Context: an optimization exercise on an open-source flow, tuned for small area and a short achievable clock period. The choices shown serve that exercise and are no tape-out recipe. In this exercise RTL edits were held to simulation tests only and were not proved equivalent to the original.

// CHIP
module CHIP(clk,
            rst_n,
            mem_wen_D,
            mem_addr_D,
            mem_wdata_D,
            mem_rdata_D,
            mem_addr_I,
            mem_rdata_I);
    input         clk, rst_n ;
    output        mem_wen_D  ;
    output [31:0] mem_addr_D ;
    output [31:0] mem_wdata_D;
    input  [31:0] mem_rdata_D;
    output [31:0] mem_addr_I ;
    input  [31:0] mem_rdata_I;
    wire [31:0] ins = mem_rdata_I;
    reg  [31:0] PC;
    genvar g;
    wire b6 = ins[6], b5 = ins[5], b4 = ins[4], b3 = ins[3], b2 = ins[2];
    wire isR     = b5 & b4;
    wire isI     = b4 & ~b5 & ~b2;
    wire isAUIPC = b4 & b2;
    wire isLW    = ~b5 & ~b4;
    wire isBR    = b6 & ~b2;
    wire isJAL   = b3;
    wire isJALR  = b6 & b2 & ~b3;
    wire regWrite = b4 | ~b5 | b3;
    assign mem_wen_D = ~b6 & b5 & ~b4;
    wire isMul = isR & ins[25];
    wire isSlt = isI & ins[13];
    wire isAdd = (isR & ~ins[25]) | (isI & ~ins[14] & ~ins[13]);
    wire isSrl, nSrl;                
    srldec dsr(.ins(ins), .srl(isSrl), .nsrl(nSrl));
    wire [4:0] ra = ins[19:15];
    wire [4:0] rb = ins[24:20];
    wire [4:0] rd = ins[11:7];
    wire [31:0] wd;
    wire [31:1] wen, hold, sel1, sel2;
    wdec  dw(.we(regWrite), .a(rd), .wen(wen), .hold(hold));
    rdec  d1(.a(ra), .sel(sel1));
    rdec  d2(.a(rb), .sel(sel2));
    wire [32*32-1:0] rq;
    assign rq[31:0] = 32'b0;
    generate
        for (g = 1; g < 32; g = g + 1) begin : R
            reg  [31:0] q;
            wire [31:0] d;
            ao22 m[31:0] (.a1(wen[g]), .a2(wd), .b1(hold[g]), .b2(q), .x(d));
            always @(posedge clk or negedge rst_n) begin
                if (!rst_n)
                    q <= (g == 2) ? 32'hbffffff0 : (g == 3) ? 32'h10008000 : 32'h0;
                else
                    q <= d;
            end
            assign rq[32*g+31:32*g] = q;
        end
    endgenerate
    wire [31:0] rs1, rs2;
    generate
  ...
Settings: LEC_CHECK=0, CAP_MARGIN=20, CORE_MARGIN=2, CORE_UTILIZATION=40, SETUP_SLACK_MARGIN=5, SLEW_MARGIN=20, SYNTH_HIERARCHICAL=1; clock period 80.0 ns.
run.sh (not shown) runs the stock make flow with config.mk's settings and CLKGATE_MAP_FILE= SYNTH_SCRIPT=/design/flow/synth_recipe.tcl, a recipe that flattens the netlist after the stock synthesis.
Rerun with:
==> flow/flow/run.sh (new file) <==
#!/bin/bash
# Standard layout, with timing repair aimed at a tighter setup slack margin
# (the clock period and constraints are unchanged).
set -euo pipefail
bash standard.sh SETUP_SLACK_MARGIN=43 finish > standard.log 2>&1
==> flow/standard.sh (new file) <==
#!/bin/bash
# synth_recipe.tcl (not shown) runs the flow's synth.tcl, then flattens the netlist and writes it again
# the make line also repeats each setting of config.mk as NAME=value (left out here)
make -C /OpenROAD-flow-scripts/flow DESIGN_CONFIG=/design/flow/config.mk WORK_HOME=/design/flow/orfs CLKGATE_MAP_FILE= SYNTH_SCRIPT=/design/flow/synth_recipe.tcl "${@:-finish}"
--- a/flow/config.mk
+++ b/flow/config.mk
@@ -10,3 +10,2 @@
 export CORE_UTILIZATION = 40
-export SETUP_SLACK_MARGIN = 5
 export SLEW_MARGIN = 20
removed: flow/run.sh
Die area does not change.
Worst setup slack gets better by 1800 ps.
Cell area is higher by 0.82%.
Via count goes up by 0.47%.
Area after synthesis does not change.
Wire length grows by 0.49%.

* * *

## build 85
CHIP, a different RTL version from the one above (not shown whole).
For scale: about 5200 cells after synthesis, ~1000 flip-flops, about 160 I/O pins, roughly 59000 um^2 of cells after synthesis.
// CHIP
module CHIP(clk,
            rst_n,
            mem_wen_D,
            mem_addr_D,
            mem_wdata_D,
            mem_rdata_D,
            mem_addr_I,
            mem_rdata_I);
    input         clk, rst_n ;
    output        mem_wen_D  ;
    output [31:0] mem_addr_D ;
    output [31:0] mem_wdata_D;
    input  [31:0] mem_rdata_D;
    output [31:0] mem_addr_I ;
    input  [31:0] mem_rdata_I;
    wire [31:0] ins = mem_rdata_I;
    reg  [31:0] PC;
    genvar g;
    wire b6 = ins[6], b5 = ins[5], b4 = ins[4], b3 = ins[3], b2 = ins[2];
    wire isR     = b5 & b4;
    wire isI     = b4 & ~b5 & ~b2;
    wire isAUIPC = b4 & b2;
    wire isLW    = ~b5 & ~b4;
    wire isBR    = b6 & ~b2;
    wire isJAL   = b3;
    wire isJALR  = b6 & b2 & ~b3;
    wire regWrite = b4 | ~b5 | b3;
    assign mem_wen_D = ~b6 & b5 & ~b4;
    wire isMul = isR & ins[25];
    wire isSlt = isI & ins[13];
    wire isAdd = (isR & ~ins[25]) | (isI & ~ins[14] & ~ins[13]);
    wire isSrl, nSrl;                
    srldec dsr(.ins(ins), .srl(isSrl), .nsrl(nSrl));
    wire [4:0] ra = ins[19:15];
    wire [4:0] rb = ins[24:20];
    wire [4:0] rd = ins[11:7];
    reg         ph;
    wire [31:0] wd;
  ...
export LEC_CHECK = 0
export CAP_MARGIN = 20
export CORE_MARGIN = 2
export CORE_UTILIZATION = 40
export SLEW_MARGIN = 20
export SYNTH_HIERARCHICAL = 1
create_clock -name core_clock -period 80.0 [get_ports {clk}]
standard.sh (not shown) runs the stock make flow with config.mk's settings and CLKGATE_MAP_FILE= SYNTH_SCRIPT=/design/flow/synth_recipe.tcl, a recipe that flattens the netlist after the stock synthesis.
==> flow/flow/run.sh <==
#!/bin/bash
# Standard layout (the standard.sh), with timing repair aimed at a larger
# setup slack margin, free gate sizing, and buf_4 port buffers.  The clock
# period and constraints are unchanged.
set -euo pipefail
bash standard.sh SETUP_SLACK_MARGIN=45 MATCH_CELL_FOOTPRINT=0 \
    "BUFFER_PORTS_ARGS=-buffer_cell sky130_fd_sc_hd__buf_4" finish > standard.log 2>&1
Build 85 was carried through to the last stage, and its layout satisfied the timing, design-rule and antenna checks.
Setup changes, build 85 to build 88
--- a/flow/config.mk
+++ b/flow/config.mk
@@ -10,2 +10,4 @@
 export CORE_UTILIZATION = 40
+export CTS_CLUSTER_DIAMETER = 100
+export CTS_CLUSTER_SIZE = 25
 export SLEW_MARGIN = 20
--- outcome ---
Across both runs, time the worst path needs with I/O delays and setup was lower for build 88 than for build 85.
Build 88 reports a higher total of plain and repair buffers excluding clock buffers than build 85 does.
Per the comparison of build 88 with build 85, violation count after the first detailed-routing iteration higher.
What build 1 does differently from build 88 at the input level:
==> flow/flow/run.sh <==
#!/bin/bash
# Standard layout (the standard.sh), with timing repair aimed at a larger
# setup slack margin, free gate sizing, and buf_2 port buffers.  The clock
# period and constraints are unchanged.
set -euo pipefail
bash standard.sh SETUP_SLACK_MARGIN=44.2 MATCH_CELL_FOOTPRINT=0 \
    "BUFFER_PORTS_ARGS=-buffer_cell sky130_fd_sc_hd__buf_2" finish > standard.log 2>&1
Compared with build 88, build 1 shows a length of routed wiring on met1 that is 2.8 mm lower.
Side by side, post-route fraction of the period consumed by the critical path turned out higher in build 1 than in build 88.
Going from build 88 to build 1, instance area at placement lost 0.60%; worst setup slack after layout shrank by 170 ps; final core utilization dropped 1.4 points; final weighted congestion in routability-driven placement has increased; length in cells of the worst reg-to-reg path moved down.
Build 1 vs build 88, master of the slowest instance on the critical path: sky130_fd_sc_hd__nor3_4 vs sky130_fd_sc_hd__nand4_1
The following lists how build 13 was set up differently from build 1:
==> flow/flow/run.sh <==
#!/bin/bash
# Standard layout (the standard.sh), with timing repair aimed at a larger
# setup slack margin, free gate sizing, and buf_4 port buffers.  The clock
# period and constraints are unchanged.
set -euo pipefail
bash standard.sh SETUP_SLACK_MARGIN=44.2 MATCH_CELL_FOOTPRINT=0 \
    "BUFFER_PORTS_ARGS=-buffer_cell sky130_fd_sc_hd__buf_4" finish > standard.log 2>&1
--- a/flow/config.mk
+++ b/flow/config.mk
@@ -10,4 +10,2 @@
 export CORE_UTILIZATION = 40
-export CTS_CLUSTER_DIAMETER = 100
-export CTS_CLUSTER_SIZE = 25
 export SLEW_MARGIN = 20
[summary]
Build 1 → build 13: sum of routed wire length over all layers increased 1.4 mm; share of cell area taken by muxes after synthesis essentially unchanged.
Build 13 has wire length of the first global-routing pass above what build 1 had.
| setup clock skew after layout | build 13 vs build 1 | better |
Build 13 vs build 1: final worst setup slack up

-- port drivers added, routing unchanged --
No port has a modelled driver above. Below, the same layouts with a new extraction and two added sets of constraints.
Step 1 (the two cells are an assumption about what drives the block):
set clk [get_ports {clk}]
set_driving_cell -lib_cell sky130_fd_sc_hd__clkbuf_16 $clk
set_driving_cell -lib_cell sky130_fd_sc_hd__buf_2 [delete_from_list [all_inputs] $clk]
Step 2 moves the port delays by t, midway between the first and last clock arrival at a register: inputs arrive t later, outputs are due t later. That takes back most of the time a late clock gives input paths.
a / b / c = ideal ports / drivers / drivers and shift; a / b = the first two.
run | shift t [ns] | slack for setup (ns) | hold slack, ns
the first run of note 1 | 0.838 | 41.116 / 41.088 / 41.088 | 0.520 / 0.520 / 0.520
the second run of note 1 | 0.855 | 42.873 / 42.847 / 42.847 | 0.520 / 0.520 / 0.520
build 85 | 0.816 | 44.136 / 43.906 / 43.906 | 0.490 / 0.490 / 0.490
build 88 | 0.766 | 44.245 / 44.056 / 44.056 | 0.495 / 0.495 / 0.495
build 1 | 0.752 | 44.078 / 43.896 / 43.896 | 0.492 / 0.492 / 0.492
build 13 | 0.819 | 44.088 / 43.904 / 43.904 | 0.488 / 0.488 / 0.488
After both steps setup and hold are still met in every run listed. For build 85, which loses most, drivers alone change the setup slack by -0.230 ns; drivers and shift together by -0.230 ns.
